Background: an optimization exercise with open tools, aiming at small area. Do not read the settings as production practice. No activity file was given, so power comes from the tool's default toggle rates.

==> flow/design.v <==
module saat
 # (
    parameter BIR_SANIYE = 12_000,
    parameter [10:0] T_CMP = 11'b01111001111,
    parameter [13:0] Z_CMP = 14'b11100111111111,
    parameter [4:0]  R_CMP = 5'b01111
   )
   (
    input sys_clk,
    input rst_n,
    input button_1,
    input button_2,
    output [2:0] led,
    output [7:0] segment,
    output [3:0] digit
   );
localparam CC_END = BIR_SANIYE / 600;
localparam RC_END = BIR_SANIYE / 1000;
function [13:0] lfsr;
  input integer w;
  input integer n;
  integer i;
  reg fb;
  begin
    lfsr = 0;
    for (i = 0; i < n; i = i + 1) begin
      case (w)
        5:  fb = ~(lfsr[4] ^ lfsr[1]);
        11: fb = ~(lfsr[10] ^ lfsr[9]);
        default: fb = ~(lfsr[13] ^ lfsr[12] ^ lfsr[11] ^ lfsr[1]);
      endcase
      lfsr = {lfsr[12:0], fb} & ((14'd1 << w) - 1);
    end
  end
endfunction
localparam [10:0] T_OVF = lfsr(11, 60 * (CC_END + 1));
localparam [10:0] T_ONE = (CC_END > 0) ? 11'd1 : 11'd0;
localparam [13:0] Z_END = lfsr(14, BIR_SANIYE);
localparam [4:0]  R_END = lfsr(5, 2 * RC_END + 1);
localparam [4:0]  R_REF = lfsr(5, RC_END);
reg [10:0] t;
reg [13:0] z;
reg [4:0]  r;
reg [2:0]  mt;
reg [3:0]  mu;
reg [1:0]  ht;
reg [3:0]  hu;
reg [3:0]  c;
reg [1:0]  p;
reg        l;
wire b1 = ~button_1;
wire b2 = ~button_2;
wire both = b1 & b2;
wire any = b1 | b2;
wire s_ovf = ((t & T_CMP) == (T_OVF & T_CMP));
wire z_end = ((z & Z_CMP) == (Z_END & Z_CMP));
wire m_ovf = mt[2] & mt[1];
wire h_ovf = ht[1] & hu[2];
wire m_btn = b2 & z_end;
wire h_btn = b1 & z_end;
wire m_inc = m_btn | (~m_ovf & s_ovf);
wire m_clr = ~m_btn & (m_ovf | (both & ~s_ovf));
wire h_inc = h_btn | (~h_ovf & m_ovf);
wire h_clr = ~h_btn & (h_ovf | (both & ~m_ovf));
wire init = (c == 4'd15);
wire refresh = ((r & R_CMP) == (R_REF & R_CMP));
wire t_fb = ~(t[10] ^ t[9]);
wire z_fb = ~(z[13] ^ z[12] ^ z[11] ^ z[1]);
wire r_fb = ~(r[4] ^ r[1]);
reg [10:0] t_n;
reg [13:0] z_n;
reg [4:0]  r_n;
reg [2:0]  mt_n;
reg [3:0]  mu_n;
reg [1:0]  ht_n;
reg [3:0]  hu_n;
reg [3:0]  c_n;
reg [1:0]  p_n;
always @* begin
  if (both) t_n = 0;
  else if (s_ovf) t_n = T_ONE;
  else t_n = {t[9:0], t_fb};
  z_n = z;
  if (any) begin
    if (z_end) z_n = 0;
    else z_n = {z[12:0], z_fb};
  end
  if (r == R_END) r_n = 0;
  else r_n = {r[3:0], r_fb};
  mt_n = mt; mu_n = mu;
  if (m_clr) begin
    mt_n = 0; mu_n = 0;
  end else if (m_inc) begin
    if (mu == 4'd9) begin mu_n = 0; mt_n = mt + 1'b1; end
    else mu_n = mu + 1'b1;
  end
  ht_n = ht; hu_n = hu;
  if (h_clr) begin
    ht_n = 0; hu_n = 0;
  end else if (h_inc) begin
    if (hu == 4'd9) begin hu_n = 0; ht_n = ht + 1'b1; end
    else hu_n = hu + 1'b1;
  end
  p_n = p; c_n = c;
  if (refresh) begin
    if (init) c_n = 4'd14;
    else begin
      p_n = p + 1'b1;
      case (p)
        2'd0: c_n = mu;
        2'd1: if (~m_ovf) c_n = {1'b0, mt};
        2'd2: c_n = hu;
        2'd3: c_n = {2'b00, ht};
      endcase
    end
  end
end
always @(posedge sys_clk) begin
  if (!rst_n) begin
    t <= 0; z <= 0; r <= 0;
    mt <= 0; mu <= 0; ht <= 0; hu <= 0;
    c <= 4'd15; p <= 0;
    l <= 1'b0;
  end else begin
    t <= t_n; z <= z_n; r <= r_n;
    mt <= mt_n; mu <= mu_n; ht <= ht_n; hu <= hu_n;
    c <= c_n; p <= p_n;
    l <= ~any;
  end
end
assign led = {3{l}};
assign digit = init ? 4'b1111 : ~(4'b0001 << p);
localparam [15:0] SA = 16'b0000_1111_1110_1101;
localparam [15:0] SB = 16'b0001_1111_1001_1111;
localparam [15:0] SC = 16'b0011_0011_1111_1011;
localparam [15:0] SD = 16'b0011_0011_0110_1101;
localparam [15:0] SE = 16'b0000_0101_0100_0101;
localparam [15:0] SF = 16'b0011_0011_0111_0001;
localparam [15:0] SG = 16'b0011_1111_0111_1100;
assign segment = {~digit[3], SG[c], SF[c], SE[c], SD[c], SC[c], SB[c], SA[c]};
endmodule
==> flow/config.mk <==
export PLATFORM = sky130hd
export DESIGN_NAME = saat
export DESIGN_NICKNAME = saat
export VERILOG_FILES = /design/flow/design.v
export SDC_FILE = /design/flow/constraint.sdc
export NUM_CORES = 4
export LEC_CHECK = 0
export CAP_MARGIN = 20
export CORE_MARGIN = 2
export CORE_UTILIZATION = 40
export SLEW_MARGIN = 20
==> flow/constraint.sdc <==
create_clock -name core_clock -period 10.0 [get_ports {sys_clk}]
set_input_delay 2.0000 -clock core_clock [delete_from_list [all_inputs] [get_ports {sys_clk}]]
set_output_delay 2.0000 -clock core_clock [all_outputs]
set_load 0.01 [all_outputs]
standard.sh (not shown) runs the stock make flow with config.mk's settings and CLKGATE_MAP_FILE= SYNTH_SCRIPT=/design/flow/synth_recipe.tcl, a recipe that flattens the netlist after the stock synthesis.
==> flow/flow/run.sh <==
#!/bin/bash
# Own layout flow: the standard synthesis, then the combinational logic between
# the registers re-mapped by ABC for area (registers, their names and cells
# untouched; the smallest of several ABC scripts is kept), then the standard
# layout from floorplan to finish, with buf_1 port buffers and no CTS dummy
# loads.
set -euo pipefail
cd "$(dirname "$0")/.."
W=$(pwd)
R=$W/orfs/results/$FLOW_PLATFORM/saat/base
YOSYS=$FLOW_HOME/../tools/install/yosys/bin/yosys
LIB=$FLOW_HOME/platforms/$FLOW_PLATFORM/lib/sky130_fd_sc_hd__tt_025C_1v80.lib

bash standard.sh synth > "$W/flow_synth.log" 2>&1
cp "$R/1_2_yosys.v" "$W/std_synth.v"

DONT_USE=$(sed -n '/^export DONT_USE_CELLS/,/^$/p' "$FLOW_HOME/platforms/$FLOW_PLATFORM/config.mk" \
  | tr ' \\' '\n\n' | grep '^sky130_fd_sc_hd__' | sed 's/^/-dont_use /' | tr '\n' ' ')

remap() {
  local n=$1 s=$2
  cat > "$W/remap_$n.ys" <<EOY
read_liberty -ignore_miss_func $LIB
read_verilog $W/std_synth.v
hierarchy -top $FLOW_TOP
setattr -mod -set keep_hierarchy 1 sky130_fd_sc_hd__dfxtp_1 sky130_fd_sc_hd__conb_1
flatten
select $FLOW_TOP
rename -hide w:*.*
opt
abc -liberty $LIB $DONT_USE -script $W/$s
opt_clean -purge
hilomap -singleton -hicell sky130_fd_sc_hd__conb_1 HI -locell sky130_fd_sc_hd__conb_1 LO
insbuf -buf sky130_fd_sc_hd__buf_1 A X
splitnets
opt_clean -purge
tee -o $W/remap_$n.stat stat -liberty $LIB
write_verilog -noattr -noexpr -nohex -nodec -selected $W/remap_$n.v
EOY
  "$YOSYS" -s "$W/remap_$n.ys" > "$W/remap_$n.log" 2>&1 || true
}

pids=()
for s in flow/abc_*.script; do
  remap "$(basename "$s" .script)" "$s" &
  pids+=($!)
  if (( ${#pids[@]} >= 4 )); then wait "${pids[0]}"; pids=("${pids[@]:1}"); fi
done
wait

best=""
best_area=""
for st in "$W"/remap_*.stat; do
  n=$(basename "$st" .stat); n=${n#remap_}
  a=$(grep "Chip area" "$st" | awk '{print $NF}') || continue
  [[ -n "$a" ]] || continue
  echo "$n $a" >> "$W/remap_areas.txt"
  if [[ -z "$best" ]] || awk "BEGIN{exit !($a < $best_area)}"; then
    best=$n; best_area=$a
  fi
done

if [[ -n "$best" ]]; then
  cp "$W/remap_$best.v" "$R/1_2_yosys.v"
  rm -f "$R/1_synth.odb" "$R/1_synth.sdc"
fi
echo "chosen: ${best:-standard} ${best_area}" >> "$W/remap_areas.txt"

bash standard.sh "BUFFER_PORTS_ARGS=-buffer_cell sky130_fd_sc_hd__buf_1" \
  "CTS_ARGS=-sink_clustering_enable -repair_clock_nets -dont_use_dummy_load" \
  finish > "$W/flow_layout.log" 2>&1
Other scripts of this flow, unchanged in this note and not shown: flow/flow/abc_a.script, flow/flow/abc_b.script, flow/flow/abc_c.script, flow/flow/abc_d1.script, flow/flow/abc_d2.script, flow/flow/abc_d3.script, flow/flow/abc_d4.script, flow/flow/abc_d5.script, flow/flow/abc_d6.script
==> next run, changes <==
--- a/flow/design.v
+++ b/flow/design.v
@@ -48,4 +48,5 @@
 reg [3:0]  c;
 reg [1:0]  p;
+reg        init;
 reg        l;
 wire b1 = ~button_1;
@@ -63,5 +64,4 @@
 wire h_inc = h_btn | (~h_ovf & m_ovf);
 wire h_clr = ~h_btn & (h_ovf | (both & ~m_ovf));
-wire init = (c == 4'd15);
 wire refresh = ((r & R_CMP) == (R_REF & R_CMP));
 wire t_fb = ~(t[10] ^ t[9]);
@@ -77,4 +77,5 @@
 reg [3:0]  c_n;
 reg [1:0]  p_n;
+reg        i_n;
 always @* begin
   if (both) t_n = 0;
@@ -102,8 +103,8 @@
     else hu_n = hu + 1'b1;
   end
-  p_n = p; c_n = c;
+  i_n = init; p_n = p; c_n = c;
   if (refresh) begin
-    if (init) c_n = 4'd14;
-    else begin
+    i_n = 1'b0;
+    if (!init) begin
       p_n = p + 1'b1;
       case (p)
@@ -120,10 +121,10 @@
     t <= 0; z <= 0; r <= 0;
     mt <= 0; mu <= 0; ht <= 0; hu <= 0;
-    c <= 4'd15; p <= 0;
+    c <= 4'd15; p <= 0; init <= 1'b1;
     l <= 1'b0;
   end else begin
     t <= t_n; z <= z_n; r <= r_n;
     mt <= mt_n; mu <= mu_n; ht <= ht_n; hu <= hu_n;
-    c <= c_n; p <= p_n;
+    c <= c_n; p <= p_n; init <= i_n;
     l <= ~any;
   end
@@ -131,11 +132,11 @@
 assign led = {3{l}};
 assign digit = init ? 4'b1111 : ~(4'b0001 << p);
-localparam [15:0] SA = 16'b0000_1111_1110_1101;
-localparam [15:0] SB = 16'b0001_1111_1001_1111;
-localparam [15:0] SC = 16'b0011_0011_1111_1011;
-localparam [15:0] SD = 16'b0011_0011_0110_1101;
-localparam [15:0] SE = 16'b0000_0101_0100_0101;
-localparam [15:0] SF = 16'b0011_0011_0111_0001;
-localparam [15:0] SG = 16'b0011_1111_0111_1100;
+localparam [15:0] SA = 16'b0000_0011_1110_1101;
+localparam [15:0] SB = 16'b0000_0011_1001_1111;
+localparam [15:0] SC = 16'b0000_0011_1111_1011;
+localparam [15:0] SD = 16'b0000_0011_0110_1101;
+localparam [15:0] SE = 16'b0000_0001_0100_0101;
+localparam [15:0] SF = 16'b0000_0011_0111_0001;
+localparam [15:0] SG = 16'b0000_0011_0111_1100;
 assign segment = {~digit[3], SG[c], SF[c], SE[c], SD[c], SC[c], SB[c], SA[c]};
 endmodule
=>
- The new run finished clean
- power went up by 1.5%
- final area hardly moves
- utilization is about the same
- clock skew is lower by 9.8 ps
- global-route usage rose by 0.11 points
- setup slack is better by 210 ps
- worst hold slack barely changes
- die area stays flat
- register-to-register slack improved by 50 ps
- synthesized area barely changes
- routed wire length goes up by 1.9%
- non-clock buffer count is unchanged
No functional check of the RTL was part of any run of this note.

re-timing with driven ports:
How much do the figures lean on ideal ports? The routed layouts below were timed once more, with nothing changed but the port constraints. Step 1 assumes that a clkbuf_16 drives the clock port and a buf_2 every other input. Step 2, shift: input delay + t, output delay - t, t = (earliest + latest rising clock arrival at the registers) / 2. This alone moves slack from input paths to output paths. a / b / c = no drivers / after step 1 / after step 2; a / b = the first two.
| run | shift t [ns] | setup slack, ns | clock arrival spread, ns | pins driven straight from the clock port |
|---|---|---|---|---|
| the first run | 0.315 | 6.216 / 6.191 / 6.335 | 0.020 / 0.019 | 1 |
| the second run | 0.321 | 6.424 / 6.394 / 6.298 | 0.010 / 0.010 | 1 |
After both steps setup and hold are still met in every run listed. The setup slack of the second run, which loses most, moves by -0.030 ns with the drivers and by -0.126 ns with both steps.
